Background: an optimization exercise with open tools, aiming at small area. Do not read the settings as production practice.
The RTL was checked by simulation tests, not by an equivalence proof against the original design.

`design/flow/constraint.sdc`:
```
create_clock -name core_clock -period 12.0 [get_ports {clock}]
set_input_delay 2.4000 -clock core_clock [delete_from_list [all_inputs] [get_ports {clock}]]
set_output_delay 2.4000 -clock core_clock [all_outputs]
set_load 0.01 [all_outputs]
```
`design/flow/flow/run.sh`:
```
#!/bin/bash
set -euo pipefail
bash standard.sh BUFFER_PORTS_ARGS="-buffer_cell sky130_fd_sc_hd__buf_1" finish > flow_make.log 2>&1
```
`design/flow/standard.sh`:
```
#!/bin/bash
# synth_recipe.tcl (not shown) runs the flow's synth.tcl, then flattens the netlist and writes it again
# the make line also repeats each setting of config.mk as NAME=value (left out here)
make -C /OpenROAD-flow-scripts/flow DESIGN_CONFIG=/design/flow/config.mk WORK_HOME=/design/flow/orfs CLKGATE_MAP_FILE= SYNTH_SCRIPT=/design/flow/synth_recipe.tcl "${@:-finish}"
```
`design/flow/config.mk`:
```
export PLATFORM = sky130hd
export DESIGN_NAME = pid
export DESIGN_NICKNAME = pid
export VERILOG_FILES = /design/flow/design.v
export SDC_FILE = /design/flow/constraint.sdc
export NUM_CORES = 4
export LEC_CHECK = 0
export CAP_MARGIN = 20
export CORE_MARGIN = 2
export CORE_UTILIZATION = 40
export CTS_BUF_LIST = sky130_fd_sc_hd__clkbuf_8
export SLEW_MARGIN = 20
export SYNTH_HIERARCHICAL = 1
```
`design/flow/design.v`:
```
module pid_fa (input a, input b, input c, output s, output co);
    assign s  = a ^ b ^ c;
    assign co = (a & b) | (a & c) | (b & c);
endmodule
module pid_ha (input a, input b, output s, output co);
    assign s  = a ^ b;
    assign co = a & b;
endmodule
module pid(
    input               reset_n,             
    input               clock,               
    input       [11:0]  target_angle,
    input       [11:0]  current_angle,
    input               pwm_enable,
    input               pwm_done,
    input               i2c_rd_done,
    input               angle_update,
    input               abort_angle,
    input               enable_stall_chk,
    output              stalled,
    input       [7:0]   kp,
    input       [3:0]   ki,
    input       [3:0]   kd,
    output      [15:0]  debug_signals,
    output reg          angle_done,
    output reg          pwm_update,
    output reg  [7:0]   pwm_ratio,
    output reg          pwm_direction
);
localparam          IDLE    = 2'b00;
localparam          ACCEL   = 2'b01;
localparam          CRUISE  = 2'b10;
localparam          DECEL   = 2'b11;
reg     [1:0]       state;
reg     [5:0]       curr_step;
reg                 rd_done, i2c_rd_done_ff;
reg     [11:0]      delta_angle;         
reg     [2:0]       seq;                 
reg     [12:0]      e;
reg                 ez;
wire    [11:0]      diff = e[11:0];
wire    [3:0]       kdz  = kd & {4{~ez}};
assign stalled = 1'b0;
assign debug_signals = {7'b0, curr_step, pwm_direction, state};
wire    [11:0]      diff_in;
wire    [12:0]      e_new;
wire    [11:0]      orp;
assign orp[0] = 1'b0;
genvar gi;
generate for (gi = 1; gi < 12; gi = gi + 1) begin : g_orp
    assign orp[gi] = orp[gi-1] | diff[gi-1];
end endgenerate
wire                dmin_dir = ~diff[11] | ~orp[11];
wire    [11:0]      dmin     = diff ^ (orp & {12{~dmin_dir}});
wire                c = (|kdz) & ~e[12] & (|e[11:0]);
wire    [23:13]     x;
    wire ds436;
    wire dc437;
    assign ds436 = current_angle[0] ^ target_angle[0];
    assign dc437 = current_angle[0] | ~target_angle[0];
    wire ds438;
    wire dc439;
    pid_fa u_ds438 (.a(current_angle[1]), .b(~target_angle[1]), .c(dc437), .s(ds438), .co(dc439));
    wire ds440;
    wire dc441;
    pid_fa u_ds440 (.a(current_angle[2]), .b(~target_angle[2]), .c(dc439), .s(ds440), .co(dc441));
    wire ds442;
    wire dc443;
    pid_fa u_ds442 (.a(current_angle[3]), .b(~target_angle[3]), .c(dc441), .s(ds442), .co(dc443));
    wire ds444;
    wire dc445;
    pid_fa u_ds444 (.a(current_angle[4]), .b(~target_angle[4]), .c(dc443), .s(ds444), .co(dc445));
    wire ds446;
    wire dc447;
    pid_fa u_ds446 (.a(current_angle[5]), .b(~target_angle[5]), .c(dc445), .s(ds446), .co(dc447));
    wire ds448;
    wire dc449;
    pid_fa u_ds448 (.a(current_angle[6]), .b(~target_angle[6]), .c(dc447), .s(ds448), .co(dc449));
    wire ds450;
    wire dc451;
    pid_fa u_ds450 (.a(current_angle[7]), .b(~target_angle[7]), .c(dc449), .s(ds450), .co(dc451));
    wire ds452;
    wire dc453;
    pid_fa u_ds452 (.a(current_angle[8]), .b(~target_angle[8]), .c(dc451), .s(ds452), .co(dc453));
    wire ds454;
    wire dc455;
    pid_fa u_ds454 (.a(current_angle[9]), .b(~target_angle[9]), .c(dc453), .s(ds454), .co(dc455));
    wire ds456;
    wire dc457;
    pid_fa u_ds456 (.a(current_angle[10]), .b(~target_angle[10]), .c(dc455), .s(ds456), .co(dc457));
    wire ds458;
    wire dc459;
    pid_fa u_ds458 (.a(current_angle[11]), .b(~target_angle[11]), .c(dc457), .s(ds458), .co(dc459));
    assign diff_in = {ds458, ds456, ds454, ds452, ds450, ds448, ds446, ds444, ds442, ds440, ds438, ds436};
    wire fs460;
    wire fc461;
    assign fs460 = ~dmin[0] ^ delta_angle[0];
    assign fc461 = ~dmin[0] & delta_angle[0];
    wire fs462;
    wire fc463;
    pid_fa u_fs462 (.a(~dmin[1]), .b(delta_angle[1]), .c(fc461), .s(fs462), .co(fc463));
    wire fs464;
    wire fc465;
    pid_fa u_fs464 (.a(~dmin[2]), .b(delta_angle[2]), .c(fc463), .s(fs464), .co(fc465));
    wire fs466;
    wire fc467;
    pid_fa u_fs466 (.a(~dmin[3]), .b(delta_angle[3]), .c(fc465), .s(fs466), .co(fc467));
    wire fs468;
    wire fc469;
    pid_fa u_fs468 (.a(~dmin[4]), .b(delta_angle[4]), .c(fc467), .s(fs468), .co(fc469));
    wire fs470;
    wire fc471;
    pid_fa u_fs470 (.a(~dmin[5]), .b(delta_angle[5]), .c(fc469), .s(fs470), .co(fc471));
    wire fs472;
    wire fc473;
    pid_fa u_fs472 (.a(~dmin[6]), .b(delta_angle[6]), .c(fc471), .s(fs472), .co(fc473));
    wire fs474;
    wire fc475;
    pid_fa u_fs474 (.a(~dmin[7]), .b(delta_angle[7]), .c(fc473), .s(fs474), .co(fc475));
    wire fs476;
    wire fc477;
    pid_fa u_fs476 (.a(~dmin[8]), .b(delta_angle[8]), .c(fc475), .s(fs476), .co(fc477));
    wire fs478;
    wire fc479;
    pid_fa u_fs478 (.a(~dmin[9]), .b(delta_angle[9]), .c(fc477), .s(fs478), .co(fc479));
    wire fs480;
    wire fc481;
    pid_fa u_fs480 (.a(~dmin[10]), .b(delta_angle[10]), .c(fc479), .s(fs480), .co(fc481));
    wire fs482;
    wire fc483;
    pid_fa u_fs482 (.a(~dmin[11]), .b(delta_angle[11]), .c(fc481), .s(fs482), .co(fc483));
    assign e_new = {fc483, ~fs482, ~fs480, ~fs478, ~fs476, ~fs474, ~fs472, ~fs470, ~fs468, ~fs466, ~fs464, ~fs462, ~fs460};
    wire p1;
    assign p1 = ~(kp[0] & delta_angle[0]);
    wire p2;
    assign p2 = ~(kp[0] & delta_angle[1]);
    wire p3;
    assign p3 = ~(kp[0] & delta_angle[2]);
    wire p4;
    assign p4 = ~(kp[0] & delta_angle[3]);
    wire p5;
    assign p5 = ~(kp[0] & delta_angle[4]);
    wire p6;
    assign p6 = ~(kp[0] & delta_angle[5]);
    wire p7;
    assign p7 = ~(kp[0] & delta_angle[6]);
    wire p8;
    assign p8 = ~(kp[0] & delta_angle[7]);
    wire p9;
    assign p9 = ~(kp[0] & delta_angle[8]);
    wire p10;
    assign p10 = ~(kp[0] & delta_angle[9]);
    wire p11;
    assign p11 = ~(kp[0] & delta_angle[10]);
    wire p12;
    assign p12 = ~(kp[0] & delta_angle[11]);
    wire p13;
    assign p13 = ~(kp[1] & delta_angle[0]);
    wire p14;
    assign p14 = ~(kp[1] & delta_angle[1]);
    wire p15;
    assign p15 = ~(kp[1] & delta_angle[2]);
    wire p16;
    assign p16 = ~(kp[1] & delta_angle[3]);
    wire p17;
    assign p17 = ~(kp[1] & delta_angle[4]);
    wire p18;
    assign p18 = ~(kp[1] & delta_angle[5]);
    wire p19;
    assign p19 = ~(kp[1] & delta_angle[6]);
    wire p20;
    assign p20 = ~(kp[1] & delta_angle[7]);
    wire p21;
    assign p21 = ~(kp[1] & delta_angle[8]);
    wire p22;
    assign p22 = ~(kp[1] & delta_angle[9]);
    wire p23;
    assign p23 = ~(kp[1] & delta_angle[10]);
    wire p24;
    assign p24 = ~(kp[1] & delta_angle[11]);
    wire p25;
    assign p25 = ~(kp[2] & delta_angle[0]);
    wire p26;
    assign p26 = ~(kp[2] & delta_angle[1]);
    wire p27;
    assign p27 = ~(kp[2] & delta_angle[2]);
    wire p28;
    assign p28 = ~(kp[2] & delta_angle[3]);
    wire p29;
    assign p29 = ~(kp[2] & delta_angle[4]);
    wire p30;
    assign p30 = ~(kp[2] & delta_angle[5]);
    wire p31;
    assign p31 = ~(kp[2] & delta_angle[6]);
    wire p32;
    assign p32 = ~(kp[2] & delta_angle[7]);
    wire p33;
    assign p33 = ~(kp[2] & delta_angle[8]);
    wire p34;
    assign p34 = ~(kp[2] & delta_angle[9]);
    wire p35;
    assign p35 = ~(kp[2] & delta_angle[10]);
    wire p36;
    assign p36 = ~(kp[2] & delta_angle[11]);
    wire p37;
    assign p37 = ~(kp[3] & delta_angle[0]);
    wire p38;
    assign p38 = ~(kp[3] & delta_angle[1]);
    wire p39;
    assign p39 = ~(kp[3] & delta_angle[2]);
    wire p40;
    assign p40 = ~(kp[3] & delta_angle[3]);
    wire p41;
    assign p41 = ~(kp[3] & delta_angle[4]);
    wire p42;
    assign p42 = ~(kp[3] & delta_angle[5]);
    wire p43;
    assign p43 = ~(kp[3] & delta_angle[6]);
    wire p44;
    assign p44 = ~(kp[3] & delta_angle[7]);
    wire p45;
    assign p45 = ~(kp[3] & delta_angle[8]);
    wire p46;
    assign p46 = ~(kp[3] & delta_angle[9]);
    wire p47;
    assign p47 = ~(kp[3] & delta_angle[10]);
    wire p48;
    assign p48 = ~(kp[3] & delta_angle[11]);
    wire p49;
    assign p49 = ~(kp[4] & delta_angle[0]);
    wire p50;
    assign p50 = ~(kp[4] & delta_angle[1]);
    wire p51;
    assign p51 = ~(kp[4] & delta_angle[2]);
    wire p52;
    assign p52 = ~(kp[4] & delta_angle[3]);
    wire p53;
    assign p53 = ~(kp[4] & delta_angle[4]);
    wire p54;
    assign p54 = ~(kp[4] & delta_angle[5]);
    wire p55;
    assign p55 = ~(kp[4] & delta_angle[6]);
    wire p56;
    assign p56 = ~(kp[4] & delta_angle[7]);
    wire p57;
    assign p57 = ~(kp[4] & delta_angle[8]);
    wire p58;
    assign p58 = ~(kp[4] & delta_angle[9]);
    wire p59;
    assign p59 = ~(kp[4] & delta_angle[10]);
    wire p60;
    assign p60 = ~(kp[4] & delta_angle[11]);
    wire p61;
    assign p61 = ~(kp[5] & delta_angle[0]);
    wire p62;
    assign p62 = ~(kp[5] & delta_angle[1]);
    wire p63;
    assign p63 = ~(kp[5] & delta_angle[2]);
    wire p64;
    assign p64 = ~(kp[5] & delta_angle[3]);
    wire p65;
    assign p65 = ~(kp[5] & delta_angle[4]);
    wire p66;
    assign p66 = ~(kp[5] & delta_angle[5]);
    wire p67;
    assign p67 = ~(kp[5] & delta_angle[6]);
    wire p68;
    assign p68 = ~(kp[5] & delta_angle[7]);
    wire p69;
    assign p69 = ~(kp[5] & delta_angle[8]);
    wire p70;
    assign p70 = ~(kp[5] & delta_angle[9]);
    wire p71;
    assign p71 = ~(kp[5] & delta_angle[10]);
    wire p72;
    assign p72 = ~(kp[5] & delta_angle[11]);
    wire p73;
    assign p73 = ~(kp[6] & delta_angle[0]);
    wire p74;
    assign p74 = ~(kp[6] & delta_angle[1]);
    wire p75;
    assign p75 = ~(kp[6] & delta_angle[2]);
    wire p76;
    assign p76 = ~(kp[6] & delta_angle[3]);
    wire p77;
    assign p77 = ~(kp[6] & delta_angle[4]);
    wire p78;
    assign p78 = ~(kp[6] & delta_angle[5]);
    wire p79;
    assign p79 = ~(kp[6] & delta_angle[6]);
    wire p80;
    assign p80 = ~(kp[6] & delta_angle[7]);
    wire p81;
    assign p81 = ~(kp[6] & delta_angle[8]);
    wire p82;
    assign p82 = ~(kp[6] & delta_angle[9]);
    wire p83;
    assign p83 = ~(kp[6] & delta_angle[10]);
    wire p84;
    assign p84 = ~(kp[6] & delta_angle[11]);
    wire p85;
    assign p85 = ~(kp[7] & delta_angle[0]);
    wire p86;
    assign p86 = ~(kp[7] & delta_angle[1]);
    wire p87;
    assign p87 = ~(kp[7] & delta_angle[2]);
    wire p88;
    assign p88 = ~(kp[7] & delta_angle[3]);
    wire p89;
    assign p89 = ~(kp[7] & delta_angle[4]);
    wire p90;
    assign p90 = ~(kp[7] & delta_angle[5]);
    wire p91;
    assign p91 = ~(kp[7] & delta_angle[6]);
    wire p92;
    assign p92 = ~(kp[7] & delta_angle[7]);
    wire p93;
    assign p93 = ~(kp[7] & delta_angle[8]);
    wire p94;
    assign p94 = ~(kp[7] & delta_angle[9]);
    wire p95;
    assign p95 = ~(kp[7] & delta_angle[10]);
    wire p96;
    assign p96 = ~(kp[7] & delta_angle[11]);
    wire q97;
    assign q97 = ~(kdz[0] & e[0]);
    wire q98;
    assign q98 = ~(kdz[0] & e[1]);
    wire q99;
    assign q99 = ~(kdz[0] & e[2]);
    wire q100;
    assign q100 = ~(kdz[0] & e[3]);
    wire q101;
    assign q101 = ~(kdz[0] & e[4]);
    wire q102;
    assign q102 = ~(kdz[0] & e[5]);
    wire q103;
    assign q103 = ~(kdz[0] & e[6]);
    wire q104;
    assign q104 = ~(kdz[0] & e[7]);
    wire q105;
    assign q105 = ~(kdz[0] & e[8]);
    wire q106;
    assign q106 = ~(kdz[0] & e[9]);
    wire q107;
    assign q107 = ~(kdz[0] & e[10]);
    wire q108;
    assign q108 = ~(kdz[0] & e[11]);
    wire q109;
    assign q109 = kdz[0] & e[12];
    wire q110;
    assign q110 = ~(kdz[1] & e[0]);
    wire q111;
    assign q111 = ~(kdz[1] & e[1]);
    wire q112;
    assign q112 = ~(kdz[1] & e[2]);
    wire q113;
    assign q113 = ~(kdz[1] & e[3]);
    wire q114;
    assign q114 = ~(kdz[1] & e[4]);
    wire q115;
    assign q115 = ~(kdz[1] & e[5]);
    wire q116;
    assign q116 = ~(kdz[1] & e[6]);
    wire q117;
    assign q117 = ~(kdz[1] & e[7]);
    wire q118;
    assign q118 = ~(kdz[1] & e[8]);
    wire q119;
    assign q119 = ~(kdz[1] & e[9]);
    wire q120;
    assign q120 = ~(kdz[1] & e[10]);
    wire q121;
    assign q121 = ~(kdz[1] & e[11]);
    wire q122;
    assign q122 = kdz[1] & e[12];
    wire q123;
    assign q123 = ~(kdz[2] & e[0]);
    wire q124;
    assign q124 = ~(kdz[2] & e[1]);
    wire q125;
    assign q125 = ~(kdz[2] & e[2]);
    wire q126;
    assign q126 = ~(kdz[2] & e[3]);
    wire q127;
    assign q127 = ~(kdz[2] & e[4]);
    wire q128;
    assign q128 = ~(kdz[2] & e[5]);
    wire q129;
    assign q129 = ~(kdz[2] & e[6]);
    wire q130;
    assign q130 = ~(kdz[2] & e[7]);
    wire q131;
    assign q131 = ~(kdz[2] & e[8]);
    wire q132;
    assign q132 = ~(kdz[2] & e[9]);
    wire q133;
    assign q133 = ~(kdz[2] & e[10]);
    wire q134;
    assign q134 = ~(kdz[2] & e[11]);
    wire q135;
    assign q135 = kdz[2] & e[12];
    wire q136;
    assign q136 = ~(kdz[3] & e[0]);
    wire q137;
    assign q137 = ~(kdz[3] & e[1]);
    wire q138;
    assign q138 = ~(kdz[3] & e[2]);
    wire q139;
    assign q139 = ~(kdz[3] & e[3]);
    wire q140;
    assign q140 = ~(kdz[3] & e[4]);
    wire q141;
    assign q141 = ~(kdz[3] & e[5]);
    wire q142;
    assign q142 = ~(kdz[3] & e[6]);
    wire q143;
    assign q143 = ~(kdz[3] & e[7]);
    wire q144;
    assign q144 = ~(kdz[3] & e[8]);
    wire q145;
    assign q145 = ~(kdz[3] & e[9]);
    wire q146;
    assign q146 = ~(kdz[3] & e[10]);
    wire q147;
    assign q147 = ~(kdz[3] & e[11]);
    wire q148;
    assign q148 = kdz[3] & e[12];
    wire s149;
    wire k150;
    assign s149 = q98 ^ q110;
    assign k150 = q98 | q110;
    wire s151;
    wire k152;
    pid_fa u_s151 (.a(q99), .b(q111), .c(q123), .s(s151), .co(k152));
    wire s153;
    wire k154;
    assign s153 = k150 ^ s151;
    assign k154 = k150 | s151;
    wire s155;
    wire k156;
    pid_fa u_s155 (.a(q100), .b(q112), .c(q124), .s(s155), .co(k156));
    wire s157;
    wire k158;
    pid_fa u_s157 (.a(q136), .b(k152), .c(s155), .s(s157), .co(k158));
    wire s159;
    wire k160;
    assign s159 = k154 ^ s157;
    assign k160 = k154 | s157;
    wire s161;
    wire k162;
    pid_fa u_s161 (.a(p1), .b(q101), .c(q113), .s(s161), .co(k162));
    wire s163;
    wire k164;
    pid_fa u_s163 (.a(q125), .b(q137), .c(k156), .s(s163), .co(k164));
    wire s165;
    wire k166;
    pid_fa u_s165 (.a(s161), .b(k158), .c(s163), .s(s165), .co(k166));
    wire s167;
    wire k168;
    assign s167 = k160 ^ s165;
    assign k168 = k160 | s165;
    wire s169;
    wire k170;
    pid_fa u_s169 (.a(p2), .b(p13), .c(q102), .s(s169), .co(k170));
    wire s171;
    wire k172;
    pid_fa u_s171 (.a(q114), .b(q126), .c(q138), .s(s171), .co(k172));
    wire s173;
    wire k174;
    pid_fa u_s173 (.a(k162), .b(s169), .c(s171), .s(s173), .co(k174));
    wire s175;
    wire k176;
    pid_fa u_s175 (.a(k164), .b(s173), .c(k166), .s(s175), .co(k176));
    wire s177;
    wire k178;
    assign s177 = k168 ^ s175;
    assign k178 = k168 | s175;
    wire s179;
    wire k180;
    pid_fa u_s179 (.a(p3), .b(p14), .c(p25), .s(s179), .co(k180));
    wire s181;
    wire k182;
    pid_fa u_s181 (.a(q103), .b(q115), .c(q127), .s(s181), .co(k182));
    wire s183;
    wire k184;
    pid_fa u_s183 (.a(q139), .b(k170), .c(k172), .s(s183), .co(k184));
    wire s185;
    wire k186;
    pid_fa u_s185 (.a(s179), .b(s181), .c(k174), .s(s185), .co(k186));
    wire s187;
    wire k188;
    pid_fa u_s187 (.a(s183), .b(s185), .c(k176), .s(s187), .co(k188));
    wire s189;
    wire k190;
    assign s189 = k178 ^ s187;
    assign k190 = k178 | s187;
    wire s191;
    wire k192;
    pid_fa u_s191 (.a(p4), .b(p15), .c(p26), .s(s191), .co(k192));
    wire s193;
    wire k194;
    pid_fa u_s193 (.a(p37), .b(q104), .c(q116), .s(s193), .co(k194));
    wire s195;
    wire k196;
    pid_fa u_s195 (.a(q128), .b(q140), .c(k180), .s(s195), .co(k196));
    wire s197;
    wire k198;
    pid_fa u_s197 (.a(k182), .b(s191), .c(s193), .s(s197), .co(k198));
    wire s199;
    wire k200;
    pid_fa u_s199 (.a(k184), .b(s195), .c(s197), .s(s199), .co(k200));
    wire s201;
    wire k202;
    pid_fa u_s201 (.a(k186), .b(s199), .c(k188), .s(s201), .co(k202));
    wire s203;
    wire k204;
    assign s203 = k190 ^ s201;
    assign k204 = k190 | s201;
    wire s205;
    wire k206;
    pid_fa u_s205 (.a(p5), .b(p16), .c(p27), .s(s205), .co(k206));
    wire s207;
    wire k208;
    pid_fa u_s207 (.a(p38), .b(p49), .c(q105), .s(s207), .co(k208));
    wire s209;
    wire k210;
    pid_fa u_s209 (.a(q117), .b(q129), .c(q141), .s(s209), .co(k210));
    wire s211;
    wire k212;
    pid_fa u_s211 (.a(k192), .b(k194), .c(s205), .s(s211), .co(k212));
    wire s213;
    wire k214;
    pid_fa u_s213 (.a(s207), .b(s209), .c(k196), .s(s213), .co(k214));
    wire s215;
    wire k216;
    pid_fa u_s215 (.a(k198), .b(s211), .c(s213), .s(s215), .co(k216));
    wire s217;
    wire k218;
    pid_fa u_s217 (.a(k200), .b(s215), .c(k202), .s(s217), .co(k218));
    wire s219;
    wire k220;
    assign s219 = k204 ^ s217;
    assign k220 = k204 | s217;
    wire s221;
    wire k222;
    pid_fa u_s221 (.a(p6), .b(p17), .c(p28), .s(s221), .co(k222));
    wire s223;
    wire k224;
    pid_fa u_s223 (.a(p39), .b(p50), .c(p61), .s(s223), .co(k224));
    wire s225;
    wire k226;
    pid_fa u_s225 (.a(q106), .b(q118), .c(q130), .s(s225), .co(k226));
    wire s227;
    wire k228;
    pid_fa u_s227 (.a(q142), .b(k206), .c(k208), .s(s227), .co(k228));
    wire s229;
    wire k230;
    pid_fa u_s229 (.a(k210), .b(s221), .c(s223), .s(s229), .co(k230));
    wire s231;
    wire k232;
    pid_fa u_s231 (.a(s225), .b(k212), .c(s227), .s(s231), .co(k232));
    wire s233;
    wire k234;
    pid_fa u_s233 (.a(s229), .b(k214), .c(s231), .s(s233), .co(k234));
    wire s235;
    wire k236;
    pid_fa u_s235 (.a(k216), .b(s233), .c(k218), .s(s235), .co(k236));
    wire s237;
    wire k238;
    assign s237 = k220 ^ s235;
    assign k238 = k220 | s235;
    wire s239;
    wire k240;
    pid_fa u_s239 (.a(p7), .b(p18), .c(p29), .s(s239), .co(k240));
    wire s241;
    wire k242;
    pid_fa u_s241 (.a(p40), .b(p51), .c(p62), .s(s241), .co(k242));
    wire s243;
    wire k244;
    pid_fa u_s243 (.a(p73), .b(q107), .c(q119), .s(s243), .co(k244));
    wire s245;
    wire k246;
    pid_fa u_s245 (.a(q131), .b(q143), .c(k222), .s(s245), .co(k246));
    wire s247;
    wire k248;
    pid_fa u_s247 (.a(k224), .b(k226), .c(s239), .s(s247), .co(k248));
    wire s249;
    wire k250;
    pid_fa u_s249 (.a(s241), .b(s243), .c(k228), .s(s249), .co(k250));
    wire s251;
    wire k252;
    pid_fa u_s251 (.a(k230), .b(s245), .c(s247), .s(s251), .co(k252));
    wire s253;
    wire k254;
    pid_fa u_s253 (.a(k232), .b(s249), .c(s251), .s(s253), .co(k254));
    wire s255;
    wire k256;
    pid_fa u_s255 (.a(k234), .b(s253), .c(k236), .s(s255), .co(k256));
    wire s257;
    wire k258;
    assign s257 = k238 ^ s255;
    assign k258 = k238 | s255;
    wire s259;
    wire k260;
    pid_fa u_s259 (.a(p8), .b(p19), .c(p30), .s(s259), .co(k260));
    wire s261;
    wire k262;
    pid_fa u_s261 (.a(p41), .b(p52), .c(p63), .s(s261), .co(k262));
    wire s263;
    wire k264;
    pid_fa u_s263 (.a(p74), .b(p85), .c(q108), .s(s263), .co(k264));
    wire s265;
    wire k266;
    pid_fa u_s265 (.a(q120), .b(q132), .c(q144), .s(s265), .co(k266));
    wire s267;
    wire k268;
    pid_fa u_s267 (.a(k240), .b(k242), .c(k244), .s(s267), .co(k268));
    wire s269;
    wire k270;
    pid_fa u_s269 (.a(s259), .b(s261), .c(s263), .s(s269), .co(k270));
    wire s271;
    wire k272;
    pid_fa u_s271 (.a(s265), .b(k246), .c(k248), .s(s271), .co(k272));
    wire s273;
    wire k274;
    pid_fa u_s273 (.a(s267), .b(s269), .c(k250), .s(s273), .co(k274));
    wire s275;
    wire k276;
    pid_fa u_s275 (.a(k252), .b(s271), .c(s273), .s(s275), .co(k276));
    wire s277;
    wire k278;
    pid_fa u_s277 (.a(k254), .b(s275), .c(k256), .s(s277), .co(k278));
    wire s279;
    wire k280;
    assign s279 = k258 ^ s277;
    assign k280 = k258 | s277;
    wire s281;
    wire k282;
    pid_fa u_s281 (.a(p9), .b(p20), .c(p31), .s(s281), .co(k282));
    wire s283;
    wire k284;
    pid_fa u_s283 (.a(p42), .b(p53), .c(p64), .s(s283), .co(k284));
    wire s285;
    wire k286;
    pid_fa u_s285 (.a(p75), .b(p86), .c(q109), .s(s285), .co(k286));
    wire s287;
    wire k288;
    pid_fa u_s287 (.a(q121), .b(q133), .c(q145), .s(s287), .co(k288));
    wire s289;
    wire k290;
    pid_fa u_s289 (.a(k260), .b(k262), .c(k264), .s(s289), .co(k290));
    wire s291;
    wire k292;
    pid_fa u_s291 (.a(k266), .b(s281), .c(s283), .s(s291), .co(k292));
    wire s293;
    wire k294;
    pid_fa u_s293 (.a(s285), .b(s287), .c(k268), .s(s293), .co(k294));
    wire s295;
    wire k296;
    pid_fa u_s295 (.a(k270), .b(s289), .c(s291), .s(s295), .co(k296));
    wire s297;
    wire k298;
    pid_fa u_s297 (.a(k272), .b(s293), .c(s295), .s(s297), .co(k298));
    wire s299;
    wire k300;
    pid_fa u_s299 (.a(k274), .b(s297), .c(k276), .s(s299), .co(k300));
    wire s301;
    wire k302;
    pid_fa u_s301 (.a(s299), .b(k278), .c(k280), .s(s301), .co(k302));
    wire s303;
    wire k304;
    pid_fa u_s303 (.a(p10), .b(p21), .c(p32), .s(s303), .co(k304));
    wire s305;
    wire k306;
    pid_fa u_s305 (.a(p43), .b(p54), .c(p65), .s(s305), .co(k306));
    wire s307;
    wire k308;
    pid_fa u_s307 (.a(p76), .b(p87), .c(q122), .s(s307), .co(k308));
    wire s309;
    wire k310;
    pid_fa u_s309 (.a(q134), .b(q146), .c(k282), .s(s309), .co(k310));
    wire s311;
    wire k312;
    pid_fa u_s311 (.a(k284), .b(k286), .c(k288), .s(s311), .co(k312));
    wire s313;
    wire k314;
    pid_fa u_s313 (.a(s303), .b(s305), .c(s307), .s(s313), .co(k314));
    wire s315;
    wire k316;
    pid_fa u_s315 (.a(k290), .b(k292), .c(s309), .s(s315), .co(k316));
    wire s317;
    wire k318;
    pid_fa u_s317 (.a(s311), .b(s313), .c(k294), .s(s317), .co(k318));
    wire s319;
    wire k320;
    pid_fa u_s319 (.a(k296), .b(s315), .c(s317), .s(s319), .co(k320));
    wire s321;
    wire k322;
    pid_fa u_s321 (.a(k298), .b(s319), .c(k300), .s(s321), .co(k322));
    wire s323;
    wire k324;
    pid_fa u_s323 (.a(p11), .b(p22), .c(p33), .s(s323), .co(k324));
    wire s325;
    wire k326;
    pid_fa u_s325 (.a(p44), .b(p55), .c(p66), .s(s325), .co(k326));
    wire s327;
    wire k328;
    pid_fa u_s327 (.a(p77), .b(p88), .c(q135), .s(s327), .co(k328));
    wire s329;
    wire k330;
    pid_fa u_s329 (.a(q147), .b(k304), .c(k306), .s(s329), .co(k330));
    wire s331;
    wire k332;
    pid_fa u_s331 (.a(k308), .b(s323), .c(s325), .s(s331), .co(k332));
    wire s333;
    wire k334;
    pid_fa u_s333 (.a(s327), .b(k310), .c(k312), .s(s333), .co(k334));
    wire s335;
    wire k336;
    pid_fa u_s335 (.a(k314), .b(s329), .c(s331), .s(s335), .co(k336));
    wire s337;
    wire k338;
    pid_fa u_s337 (.a(k316), .b(s333), .c(s335), .s(s337), .co(k338));
    wire s339;
    wire k340;
    pid_fa u_s339 (.a(k318), .b(s337), .c(k320), .s(s339), .co(k340));
    wire s341;
    wire k342;
    pid_fa u_s341 (.a(p12), .b(p23), .c(p34), .s(s341), .co(k342));
    wire s343;
    wire k344;
    pid_fa u_s343 (.a(p45), .b(p56), .c(p67), .s(s343), .co(k344));
    wire s345;
    wire k346;
    pid_fa u_s345 (.a(p78), .b(p89), .c(q148), .s(s345), .co(k346));
    wire s347;
    wire k348;
    pid_fa u_s347 (.a(k324), .b(k326), .c(k328), .s(s347), .co(k348));
    wire s349;
    wire k350;
    pid_fa u_s349 (.a(s341), .b(s343), .c(s345), .s(s349), .co(k350));
    wire s351;
    wire k352;
    pid_fa u_s351 (.a(k330), .b(k332), .c(s347), .s(s351), .co(k352));
    wire s353;
    wire k354;
    pid_fa u_s353 (.a(s349), .b(k334), .c(k336), .s(s353), .co(k354));
    wire s355;
    wire k356;
    pid_fa u_s355 (.a(s351), .b(k338), .c(s353), .s(s355), .co(k356));
    wire s357;
    wire k358;
    pid_fa u_s357 (.a(p24), .b(p35), .c(p46), .s(s357), .co(k358));
    wire s359;
    wire k360;
    pid_fa u_s359 (.a(p57), .b(p68), .c(p79), .s(s359), .co(k360));
    wire s361;
    wire k362;
    pid_fa u_s361 (.a(p90), .b(k342), .c(k344), .s(s361), .co(k362));
    wire s363;
    wire k364;
    pid_fa u_s363 (.a(k346), .b(s357), .c(s359), .s(s363), .co(k364));
    wire s365;
    wire k366;
    pid_fa u_s365 (.a(k348), .b(k350), .c(s361), .s(s365), .co(k366));
    wire s367;
    wire k368;
    pid_fa u_s367 (.a(s363), .b(k352), .c(s365), .s(s367), .co(k368));
    wire s369;
    wire k370;
    pid_fa u_s369 (.a(k354), .b(s367), .c(k356), .s(s369), .co(k370));
    wire s371;
    wire k372;
    pid_fa u_s371 (.a(p36), .b(p47), .c(p58), .s(s371), .co(k372));
    wire s373;
    wire k374;
    pid_fa u_s373 (.a(p69), .b(p80), .c(p91), .s(s373), .co(k374));
    wire s375;
    wire k376;
    pid_fa u_s375 (.a(k358), .b(k360), .c(s371), .s(s375), .co(k376));
    wire s377;
    wire k378;
    pid_fa u_s377 (.a(s373), .b(k362), .c(k364), .s(s377), .co(k378));
    wire s379;
    wire k380;
    pid_fa u_s379 (.a(s375), .b(k366), .c(s377), .s(s379), .co(k380));
    wire s381;
    wire k382;
    pid_fa u_s381 (.a(k368), .b(s379), .c(k370), .s(s381), .co(k382));
    wire s383;
    wire k384;
    pid_fa u_s383 (.a(p48), .b(p59), .c(p70), .s(s383), .co(k384));
    wire s385;
    wire k386;
    pid_fa u_s385 (.a(p81), .b(p92), .c(k372), .s(s385), .co(k386));
    wire s387;
    wire k388;
    pid_fa u_s387 (.a(k374), .b(s383), .c(k376), .s(s387), .co(k388));
    wire s389;
    wire k390;
    pid_fa u_s389 (.a(s385), .b(k378), .c(s387), .s(s389), .co(k390));
    wire s391;
    wire k392;
    pid_fa u_s391 (.a(k380), .b(s389), .c(k382), .s(s391), .co(k392));
    wire s393;
    wire k394;
    pid_fa u_s393 (.a(p60), .b(p71), .c(p82), .s(s393), .co(k394));
    wire s395;
    wire k396;
    pid_fa u_s395 (.a(p93), .b(k384), .c(s393), .s(s395), .co(k396));
    wire s397;
    wire k398;
    pid_fa u_s397 (.a(k386), .b(s395), .c(k388), .s(s397), .co(k398));
    wire s399;
    wire k400;
    pid_fa u_s399 (.a(s397), .b(k390), .c(k392), .s(s399), .co(k400));
    wire s401;
    wire k402;
    pid_fa u_s401 (.a(p72), .b(p83), .c(p94), .s(s401), .co(k402));
    wire s403;
    wire k404;
    pid_fa u_s403 (.a(k394), .b(s401), .c(k396), .s(s403), .co(k404));
    wire s405;
    wire k406;
    pid_fa u_s405 (.a(s403), .b(k398), .c(k400), .s(s405), .co(k406));
    wire s407;
    wire k408;
    pid_fa u_s407 (.a(p84), .b(p95), .c(k402), .s(s407), .co(k408));
    wire s409;
    wire k410;
    pid_fa u_s409 (.a(s407), .b(k404), .c(k406), .s(s409), .co(k410));
    wire s411;
    wire k412;
    pid_fa u_s411 (.a(p96), .b(k408), .c(k410), .s(s411), .co(k412));
    wire y413;
    assign y413 = q97 & c;
    wire y414;
    assign y414 = ~s149 & y413;
    wire y415;
    assign y415 = ~s153 & y414;
    wire y416;
    assign y416 = ~s159 & y415;
    wire y417;
    assign y417 = ~s167 & y416;
    wire y418;
    assign y418 = ~s177 & y417;
    wire y419;
    assign y419 = ~s189 & y418;
    wire y420;
    assign y420 = ~s203 & y419;
    wire y421;
    assign y421 = ~s219 & y420;
    wire y422;
    assign y422 = ~s237 & y421;
    wire y423;
    assign y423 = ~s257 & y422;
    wire y424;
    assign y424 = ~s279 & y423;
    wire y425;
    assign y425 = (1'b1 & s301) | (y424 & (1'b1 | s301));
    assign x[13] = ~(k302 ^ s321 ^ y425);
    wire y426;
    assign y426 = (k302 & s321) | (y425 & (k302 | s321));
    assign x[14] = ~(k322 ^ s339 ^ y426);
    wire y427;
    assign y427 = (k322 & s339) | (y426 & (k322 | s339));
    assign x[15] = ~(k340 ^ s355 ^ y427);
    wire y428;
    assign y428 = (k340 & s355) | (y427 & (k340 | s355));
    assign x[16] = ~(s369 ^ y428);
    wire y429;
    assign y429 = s369 & y428;
    assign x[17] = ~(s381 ^ y429);
    wire y430;
    assign y430 = s381 & y429;
    assign x[18] = ~(s391 ^ y430);
    wire y431;
    assign y431 = s391 & y430;
    assign x[19] = ~(s399 ^ y431);
    wire y432;
    assign y432 = s399 & y431;
    assign x[20] = ~(s405 ^ y432);
    wire y433;
    assign y433 = s405 & y432;
    assign x[21] = ~(s409 ^ y433);
    wire y434;
    assign y434 = s409 & y433;
    assign x[22] = ~(s411 ^ y434);
    wire y435;
    assign y435 = s411 & y434;
    assign x[23] = ~(k412 ^ y435);
wire    [10:0]      xx = {x[23] ^ c, x[22:13]};
reg     [1:0]       sh;
always @(*) begin
    if(state == ACCEL)
        sh = (curr_step < 6'd3) ? 2'd3 : (curr_step < 6'd5) ? 2'd2 :
             (curr_step < 6'd7) ? 2'd1 : 2'd0;
    else if(state == DECEL)
        sh = (delta_angle > 12'd30) ? 2'd1 : (delta_angle > 12'd20) ? 2'd2 :
             (delta_angle > 12'd10) ? 2'd1 : 2'd0;
    else
        sh = 2'd0;
end
wire    [9:0]       xs1 = sh[0] ? xx[10:1] : xx[9:0];
wire    [7:0]       rsel = sh[1] ? xs1[9:2] : xs1[7:0];
always @(posedge clock) begin
    if(seq == 3'd1)
        e <= {1'b0, diff_in};
    else if(seq == 3'd6)
        e <= e_new;
end
always @(negedge reset_n or posedge clock) begin
    if(~reset_n) begin
        angle_done          <= 1'b0;
        pwm_update          <= 1'b0;
        ez                  <= 1'b1;
        rd_done             <= 1'b0;
        i2c_rd_done_ff      <= 1'b0;
        state               <= IDLE;
        curr_step           <= 6'b0;
        pwm_ratio           <= 8'b0;
        seq                 <= 3'd0;
        delta_angle         <= 12'b0;
        pwm_direction       <= 1'b0;
    end
    else begin
        i2c_rd_done_ff  <= i2c_rd_done;
        rd_done         <= !i2c_rd_done_ff & i2c_rd_done;
        if(seq != 3'd0 || rd_done)
            seq <= seq + 3'd1;
        if(seq == 3'd6) begin
            delta_angle   <= dmin;
            pwm_direction <= dmin_dir;
            ez            <= 1'b0;
        end
        else if(rd_done)
            ez            <= 1'b1;
        case (state)
            IDLE: begin
                if(angle_update) begin
                    state       <= ACCEL;
                    angle_done  <= 1'b0;
                end
                pwm_update  <= 1'b0;
                curr_step   <= 6'b0;
                pwm_ratio   <= 8'b0;
            end
            ACCEL: begin
                if(~pwm_enable)
                    state <= IDLE;
                pwm_update  <= 1'b1;
                if(rd_done) begin
                    pwm_ratio <= rsel;
                    if(curr_step != 6'b111111)
                        curr_step <= curr_step + 6'b1;
                    else
                        state <= CRUISE;
                end
            end
            CRUISE: begin
                if(~pwm_enable)
                    state <= IDLE;
                if(delta_angle < 12'd40)
                    state <= DECEL;
                pwm_ratio <= rsel;
            end
            DECEL: begin
                if(~pwm_enable)
                    state <= IDLE;
                pwm_ratio <= rsel;
                if(delta_angle <= 12'd20 && delta_angle > 12'd10) begin
                    state       <= IDLE;
                    angle_done  <= 1'b1;
                end
            end
        endcase
    end
end
endmodule
```
==> results.txt <==
Outcome
The flow ran to the end and the layout has no timing, DRC or antenna violations.

STA
The portion of the clock cycle consumed by the worst path in the final layout is 91.7%. The worst path meets setup with 999 ps of slack. The measured slew at the worst slew-check pin is 881 ps. On the final layout, the worst clock skew is 17.3 ps. The max-slew violation total from the final report came to 0. The accumulated negative setup slack is 0 ps.

Headroom to the max-slew limit came out at 41.3%. The hold violation count in the final report is 0. Setup repair after global routing left no endpoint under its margin. The maximum clock rate is 90.9 MHz.

Subtracting the final worst setup slack from the clock period gives 11000 ps. The number of endpoints failing setup at the final stage is 0.

Worst setup path
The most numerous cell type found on the critical path is fa_1. The end of the worst register-to-register path is pwm_ratio[7]$_DFFE_PN0P_. The endpoint of the most critical setup path is pwm_ratio[7]$_DFFE_PN0P_. The startpoint identified for the worst register-to-register timing path is ez$_DFFE_PN1P_. The critical path launch point type is an input pin. By startpoint and endpoint, the worst setup path is classified as in2reg. The setup check on the worst reg-to-reg path leaves a slack of 2870 ps.

The startpoint of the worst setup timing path is kd[0]. The kind of end point of the critical path is a flop. The arrival time at the worst endpoint is 11250 ps. Along the worst path, the maximum fanout reaches 4. The length in cells of the worst reg-to-reg path is 33.

The master of the slowest instance on the critical path is fa_1. On the worst path, the slowest cell contributes a delay of 510 ps. At the worst endpoint, the required time is 12250 ps.

Synthesis
The async set-or-reset flop fraction in the synthesized netlist is 74.0%. The sequential element share of the synthesized area is 19.1%. After synthesis, the mean cell area works out to 10.1 um2. The post-synthesis sequential element count is 50.

Counting flops with a built-in enable in the synthesized netlist gives 12. The most instantiated flip-flop cell in the synthesis netlist is dfrtp_1. The count of different cell masters after synthesis is 60. The Yosys step of the flow raised 7 warnings. The number of instances in the synthesized netlist is 674. The post-synthesis instance area is 0.00684 mm2.

Routing
The average detailed-routed wire length per instance is 17.0 um. The detailed-route DRC error count is 0. The detailed-router iteration count before antenna repair is 4. The ratio of routed vias to standard cells is 5.32. Wires add up to 15800 um. The violation count after the first detailed-route iteration is 237. The count of nets left with antenna violations once routing finished came out at 0. The total number of vias is 4952.

Clock network
For this design, the sink count on the clock tree is 50. The post-CTS clock slew at the launch and capture registers of the worst setup and hold paths is 110 ps. Post-CTS timing repair inserted 0 buffers for setup. The count of hold-fix buffers inserted at cts is 0. The post-cts repair resize count is 0. The number of clock buffers inserted by TritonCTS is 5. The total number of H-tree levels is 2. The CTS tree is done.

The clock insertion delay at the later pin of the skew report is 330 ps. The cell chosen for the clock root is clkbuf_8. The longest clock path from root to sink contains 2 buffers.

Placed design
The count of input and output buffers is 60. In this run, placement finished with an instance count of 922. Before CTS, the worst setup slack after placement is 669 ps. The cell area reported after detailed placement is 0.00718 mm2. The half-perimeter wire length after detailed placement is 12400 um. At the end of routability-driven placement, the weighted congestion stood at 0.874.

Finish
The layout net count is 929. The area growth from synthesis to layout is 6.35%. The number of antenna diodes in the final layout is 0. The final cell count without fillers is 930. Of the cells placed in the final design, the portion with a size suffix greater than 1 is 4.51%. The finished cells cover 0.00727 mm2.

Global route
The wire length of the first global-routing pass is 27500 um. The via count of the first global-routing pass is 5585. The met2 global-route usage is 32.9%.

The total routing usage reported by global routing is 19.4%. The global routing met1 resource utilization is 25.9%. The number of antenna violations at the first check in global routing was 0.

The largest net degree at the start of global routing is 38. The most crowded layer after global routing is met2. The met3 usage in global routing is 2.52%.

The sum of overflow across all layers after global routing is 0.

Floorplan
In this run the vertical extent of the chip is 135 um. The die covers 0.0182 mm2. For this design the top-level I/O count stands at 76. The initialized floorplan defines 47 standard-cell rows.

For this configuration, the core starts out at a cell density of 41.1%. The floorplan core area is 0.0166 mm2. Measured along the x axis, the die boundary spans 135 um.

Worst hold path
The path type of the worst min-delay path is reg2reg.

Job
Across the run, the number of max-cap violations was 0.
-- per-stage QoR --
step / utilization, % / hold slack (ps)
2_1_floorplan: - / 378
3_3_place_gp: 43.1 / 387
3_5_place_dp: 43.1 / 390
4_1_cts: 43.7 / 407
5_1_grt: 43.7 / 419
6_report: 43.7 / 403
-- layout make-up --
cell class,instances,area (um2)
fillers,1627,9370
clock buffers,5,68.8
inverters,44,165
multi-input cells,539,5140
flip-flops and latches,50,1310
clock inverters,3,26.3
repair buffers,69,294
well taps,220,275
-- Yosys cell counts (2+ instances only) --
library cell | n | area [um2]
a21oi_1 | 18 | 90.1
a31oi_1 | 3 | 18.8
inv_1 | 44 | 165
nor2b_1 | 6 | 37.5
and2_1 | 6 | 37.5
fa_1 | 146 | 2920
a211oi_1 | 3 | 22.5
o21ai_0 | 20 | 100
mux2i_1 | 11 | 110
or3_1 | 2 | 12.5
a22oi_1 | 7 | 52.6
edfxtp_1 | 12 | 360
nand2_1 | 185 | 694
ha_1 | 26 | 325
o21ai_1 | 9 | 45.0
buf_6 | 4 | 45.0
o21a_1 | 4 | 30.0
xnor2_1 | 5 | 43.8
nor2_1 | 22 | 82.6
nor4_1 | 4 | 25.0
clkbuf_1 | 26 | 97.6
xor2_1 | 9 | 78.8
buf_2 | 6 | 30.0
nor3_1 | 5 | 25.0
buf_4 | 10 | 75.1
nand3_1 | 9 | 45.0
dfrtp_1 | 36 | 901
nand2b_1 | 4 | 25.0
-- kinds of logic after synthesis --
logic type	after synthesis	share of synthesized area (%)
buf+inv	92	6.17
fa+ha+maj	172	47.5
other cells	1	0.0548
simple gates	253	16.1
mux	12	1.77
compound gates	79	7.30
flops	50	19.1
xor+xnor	15	2.03
-- modules after synthesis (local to each module, per instance) --
| module | cells | cell area, um2 |
|---|---|---|
| pid | 531 | 3980 |
| pid_fa | 1 | 20.0 |
-- metal layers --
metal	vias up	routed length, um
met5	-	0
met4	0	469
met3	32	784
met2	171	7880
met1	2560	6710
li1	2189	-
-- placed cells by master (no fill, tap or decap), types with 2 or more instances in the layout --
master / n
nand2_1: 185
fa_1: 146
buf_1: 59
inv_1: 44
dfrtp_1: 36
ha_1: 26
nor2_1: 22
o21ai_0: 20
a21oi_1: 18
edfxtp_1: 12
mux2i_1: 11
o21ai_1: 9
nand3_1: 9
xor2_1: 9
buf_4: 9
conb_1: 8
a22oi_1: 7
nor2b_1: 6
and2_1: 6
xnor2_1: 5
nor3_1: 5
clkbuf_8: 5
nor4_1: 4
nand2b_1: 4
o21a_1: 4
a211oi_1: 3
a31oi_1: 3
inv_6: 3
or3_1: 2
-- critical path: cells and delay by family --
family	cells	cell delay, ps
simple gates	2	620
compound gates	3	520
xor+xnor	2	320
fa+ha+maj	22	6950
buf+inv	5	400
-- worst min-delay path by stage --
stage | from | endpoint | slack, ps | cells after the start
detailed placement | i2c_rd_done_ff$_DFF_PN0_ | rd_done$_DFF_PN0_ | 390 | 1
global placement | i2c_rd_done_ff$_DFF_PN0_ | rd_done$_DFF_PN0_ | 390 | 1
finish | i2c_rd_done_ff$_DFF_PN0_ | rd_done$_DFF_PN0_ | 400 | 1
CTS | i2c_rd_done_ff$_DFF_PN0_ | rd_done$_DFF_PN0_ | 410 | 1
floorplan | i2c_rd_done_ff$_DFF_PN0_ | rd_done$_DFF_PN0_ | 380 | 1
global route | i2c_rd_done_ff$_DFF_PN0_ | rd_done$_DFF_PN0_ | 420 | 1
-- state kept, by name, summed over array words and instances, names as in the netlist --
signal          count
e                  13
delta_angle        12
pwm_ratio           8
curr_step           6
seq                 3
state               2
angle_done          1
ez                  1
i2c_rd_done_ff      1
pwm_direction       1
pwm_update          1
rd_done             1

## what the ideal ports hide
Ports are ideal in the flow. The routed layout listed here was re-timed in OpenROAD.
Step 1 assumes that a clkbuf_16 drives the clock port and a buf_2 every other input.
Step 2 adds t to the input delays and takes it off the output delays; t is the mean of the earliest and latest rising clock arrival at the registers after step 1. Input paths then give back, and output paths get back, about the clock's delay inside the block.
a / b / c = ideal ports / drivers / drivers and shift; a / b = the first two.
t (ns): 0.362
setup WS [ns]: 0.999 / 1.015 / 0.653
hold slack, ns: 0.403 / 0.403 / 0.403
worst setup path at the end: input to register
clock arrival spread, ns: 0.018 / 0.018
After both steps this run still meets setup and hold. The setup slack of this run moves by +0.016 ns with the drivers and by -0.346 ns with both steps.
